Context: an optimization exercise on an open-source flow, tuned for small area, a short achievable clock period and few clock cycles. The choices shown serve that exercise and are no tape-out recipe.
Where RTL was checked, it was by simulation tests only, not by an equivalence proof against the original.
Power is estimated from default activity; no workload was simulated.

## JK
## multipler_top
module multipler_top #(
    parameter integer DATA_LENGTH       = 64,
    parameter integer BLOCK_LENGTH      = 16,
    parameter integer LENGTH            = 16
) (
    input  logic                        clk_i,
    input  logic                        rst_ni,
    input  logic                        start_i,
    output logic                        busy_o,
    output logic                        finish_o,
    input  logic [DATA_LENGTH-1:0]      indata_a_i,
    input  logic [DATA_LENGTH-1:0]      indata_b_i,
    output logic [DATA_LENGTH*2-1:0]    outdata_r_o
);
localparam integer K  = 6;
localparam integer R  = 3;
localparam integer N  = 11;
localparam integer NK = 66;
localparam integer M  = 67;
localparam integer W  = 73;
logic st_run, st_cpa, st_fin;
logic busy_q;
logic [3:0] cnt_q;
logic st_idle;   
logic first;     
logic [63:0]   a_q;       
logic [NK-1:0] b_q;       
logic [M-1:0]  s_q;       
logic [M-1:0]  c_q;       
logic [K-1:0]  ls_q;      
logic [K-1:0]  lc_q;      
logic          cy_q;      
logic [R-1:0]  one_q;     
logic [R-1:0]  two_q;     
logic [R-1:0]  pos_q;     
always_ff @(posedge clk_i) begin
    if (!rst_ni) begin
        st_run <= 1'b0;
        st_cpa <= 1'b0;
  ...
Size: ~1900 cells after synthesis, ~290 flip-flops, about 21000 µm² of cells after synthesis.
Settings: LEC_CHECK=0, CAP_MARGIN=20, CORE_MARGIN=2, CORE_UTILIZATION=45, SLEW_MARGIN=20; clock period 10.0 ns.
standard.sh (not shown) runs the stock make flow with config.mk's settings and CLKGATE_MAP_FILE= SYNTH_SCRIPT=/design/flow/synth_recipe.tcl, a recipe that flattens the netlist after the stock synthesis.
==> flow/flow/run.sh <==
#!/bin/bash
set -euo pipefail
{
  echo "include $(pwd)/config.mk"
  cat flow/extra.mk
} > extra_config.mk
sed "s#DESIGN_CONFIG=[^ ]*#DESIGN_CONFIG=$(pwd)/extra_config.mk#" standard.sh > standard_extra.sh
bash standard_extra.sh > standard.log 2>&1
==> flow/flow/extra.mk <==
export SETUP_SLACK_MARGIN = 6.0
export BUFFER_PORTS_ARGS = -buffer_cell sky130_fd_sc_hd__buf_1
JK went all the way through synthesis, placement and routing and the layout is clean on timing, DRC and antenna.
--- input diff JK..MS ---
==> flow/flow/extra.mk <==
export SETUP_SLACK_MARGIN = 6.5
export BUFFER_PORTS_ARGS = -buffer_cell sky130_fd_sc_hd__buf_1
Results
Every stage of the flow completed for MS, and the final layout passed the timing, design-rule and antenna checks.
Leakage power figure came out higher on MS than on JK.
MS has cell count above what JK had.
Compared with JK, MS shows a largest net degree at the start of global routing that is 3.6% lower.
Sort JK and MS by first-iteration DRC count, ascending, and JK comes first.
Sequential share of layout area in MS is 0.87 points below JK.
As far as mean area per synthesized cell goes, JK and MS are indistinguishable; the numbers are identical.
Initial antenna violation count: JK vs MS — no meaningful difference
Sort JK and MS by global-route usage, ascending, and JK comes first.
On part of the power in the clock network, JK tracks MS almost exactly.
Here is what was changed in the inputs of AL compared with MS.
- putting CTS_CLUSTER_DIAMETER at 100 where nothing was set
- putting CTS_CLUSTER_SIZE at 30 where nothing was set
==> comparison <==
| endpoint arrival time on the critical path | lower: AL |. Summary of AL over MS: hold slack went up; overall power consumption went down; total power divided by cell area went down; via count went down. [diff] area of all placed cells without fillers, AL relative to MS: improvement. Per the comparison of AL with MS, first-iteration DRC count now sits lower; area of the multi-input gates shows a reduction of about 0.32%; area growth from synthesis to final layout down 3.8 points. In the tables for MS and AL, post-route worst setup slack reads lower with MS. The number of rows in the core area of MS and that of AL are within noise of each other.
No run of this note included a check of the RTL's function; only the layout flow was run.

* * *

Another version of the RTL of multipler_top (not shown whole).
For scale: roughly 2200 cells after synthesis, ~260 I/O pins, roughly 21000 sq um of cells after synthesis.
export LEC_CHECK = 0
export CAP_MARGIN = 20
export CORE_MARGIN = 2
export CORE_UTILIZATION = 45
export SLEW_MARGIN = 20
create_clock -name core_clock -period 10.0 [get_ports {clk_i}]
==> flow/flow/extra.mk <==
export SETUP_SLACK_MARGIN = 7
export BUFFER_PORTS_ARGS = -buffer_cell sky130_fd_sc_hd__buf_1
Scripts as last shown in full above: flow/flow/run.sh
Testbench counts at the start, summed over its fixed seeds: cycles 33,600.
Edit:
==> flow/flow/extra.mk (replaced) <==
export SETUP_SLACK_MARGIN = 6.5
export BUFFER_PORTS_ARGS = -buffer_cell sky130_fd_sc_hd__buf_1
Result:
- The new run finished clean
- clock power is higher by about 5%
- wire length is lower by 27%
- area after synthesis is unchanged
- count of clock-buffer cells in the layout is lower by 2
- cell count is lower by 4.0%
- first-iteration DRC count is lower by 34%
- power is lower by 14%
- core utilization is lower by 8.5 points
- final area is lower by 14%
- die area stays the same

* * *

job 4756:
multipler_top, a different RTL version from the one above (not shown whole).
Size: ~260 I/O pins.
==> flow/config.mk <==
export PLATFORM = sky130hd
export DESIGN_NAME = multipler_top
export DESIGN_NICKNAME = multipler_top
export VERILOG_FILES = /design/flow/design.v
export SDC_FILE = /design/flow/constraint.sdc
export NUM_CORES = 4
export LEC_CHECK = 0
export CAP_MARGIN = 20
export CORE_MARGIN = 2
export CORE_UTILIZATION = 45
export CTS_CLUSTER_DIAMETER = 100
export CTS_CLUSTER_SIZE = 30
export SLEW_MARGIN = 20
==> flow/constraint.sdc <==
create_clock -name core_clock -period 10.0 [get_ports {clk_i}]
set_input_delay 2.0000 -clock core_clock [delete_from_list [all_inputs] [get_ports {clk_i}]]
set_output_delay 2.0000 -clock core_clock [all_outputs]
set_load 0.01 [all_outputs]
==> flow/flow/extra.mk <==
export SETUP_SLACK_MARGIN = 6.5
export BUFFER_PORTS_ARGS = -buffer_cell sky130_fd_sc_hd__buf_1
Scripts as last shown in full above: flow/flow/run.sh
Testbench counts of job 4756, summed over its fixed seeds: cycles 33,600.
Modified inputs, job 8624 compared to job 4756
==> flow/flow/extra.mk <==
export SETUP_SLACK_MARGIN = 6.25
export BUFFER_PORTS_ARGS = -buffer_cell sky130_fd_sc_hd__buf_1
[summary]
Per the comparison of job 8624 with job 4756, routed via count -143; sequential share of layout area climbed 0.38 points; share of power burned in the clock network saw little to no change.
Input changes introduced in job 2763 (baseline for comparison: job 8624):
==> flow/flow/extra.mk <==
export SETUP_SLACK_MARGIN = 6.5
export BUFFER_PORTS_ARGS = -buffer_cell sky130_fd_sc_hd__buf_1
--- a/flow/config.mk
+++ b/flow/config.mk
@@ -10,4 +10,2 @@
 export CORE_UTILIZATION = 45
-export CTS_CLUSTER_DIAMETER = 100
-export CTS_CLUSTER_SIZE = 30
 export SLEW_MARGIN = 20
[summary]
Of job 8624 and job 2763, job 2763 shows the higher total power, with job 8624 below it.
Changes observed in job 2763 relative to job 8624: portion of total power attributed to the clock network went up by 7.9 points; share of the clock period used by the worst path went down by 2.2 points; design area went up by 1100 sq um.
[inputs] job 1875 vs job 2763
--- a/flow/config.mk
+++ b/flow/config.mk
@@ -9,3 +9,6 @@
 export CORE_MARGIN = 2
-export CORE_UTILIZATION = 45
+export CORE_UTILIZATION = 55
+export CTS_CLUSTER_DIAMETER = 100
+export CTS_CLUSTER_SIZE = 30
+export PLACE_DENSITY = 0.65
 export SLEW_MARGIN = 20
==> comparison <==
Job 1875: done, clean on timing, DRC and antenna. Job 1875 ended up with a lower post-route standard cell area excluding fillers than job 2763 did. Cmp job 1875 and job 2763 / core area / lower: job 1875. NOTE: total routing usage reported by global routing in job 1875 exceeds that of job 2763. Highest clock rate: job 1875 < job 2763.

## what the ideal ports hide
The results above use ideal ports. As a check the final layouts listed here were re-extracted and re-timed, cells and wires unchanged.
Step 1, drivers: a clkbuf_16 drives clk_i and a buf_2 each remaining input, both assumed.
Step 2, shift: input delay + t, output delay - t, t = (earliest + latest rising clock arrival at the registers) / 2. This alone moves slack from input paths to output paths.
Three values: no drivers, after step 1, after step 2; two values: the first two.
run | t, ns | setup slack, ns | worst setup path at the end | latest minus earliest clock arrival (ns) | worst data-port slew with drivers (ns)
JK | 0.617 | 6.082 / 6.082 / 6.082 | register to register | 0.022 / 0.023 | 0.07
MS | 0.606 | 6.397 / 6.397 / 6.397 | register to register | 0.015 / 0.016 | 0.06
AL | 0.585 | 6.437 / 6.437 / 6.437 | register to register | 0.039 / 0.039 | 0.06
the first run of note 2 | 0.623 | 6.621 / 6.560 / 6.697 | register to register | 0.021 / 0.021 | 0.07
the second run of note 2 | 0.619 | 6.553 / 6.496 / 6.608 | register to register | 0.021 / 0.021 | 0.07
job 4756 | 0.599 | 6.605 / 6.605 / 6.605 | register to register | 0.031 / 0.032 | 0.09
job 8624 | 0.595 | 6.384 / 6.384 / 6.384 | register to register | 0.029 / 0.029 | 0.08
job 2763 | 0.615 | 6.604 / 6.604 / 6.604 | register to register | 0.027 / 0.027 | 0.08
job 1875 | 0.589 | 6.519 / 6.519 / 6.519 | register to register | 0.028 / 0.027 | 0.10
After both steps setup and hold are still met in every run listed.
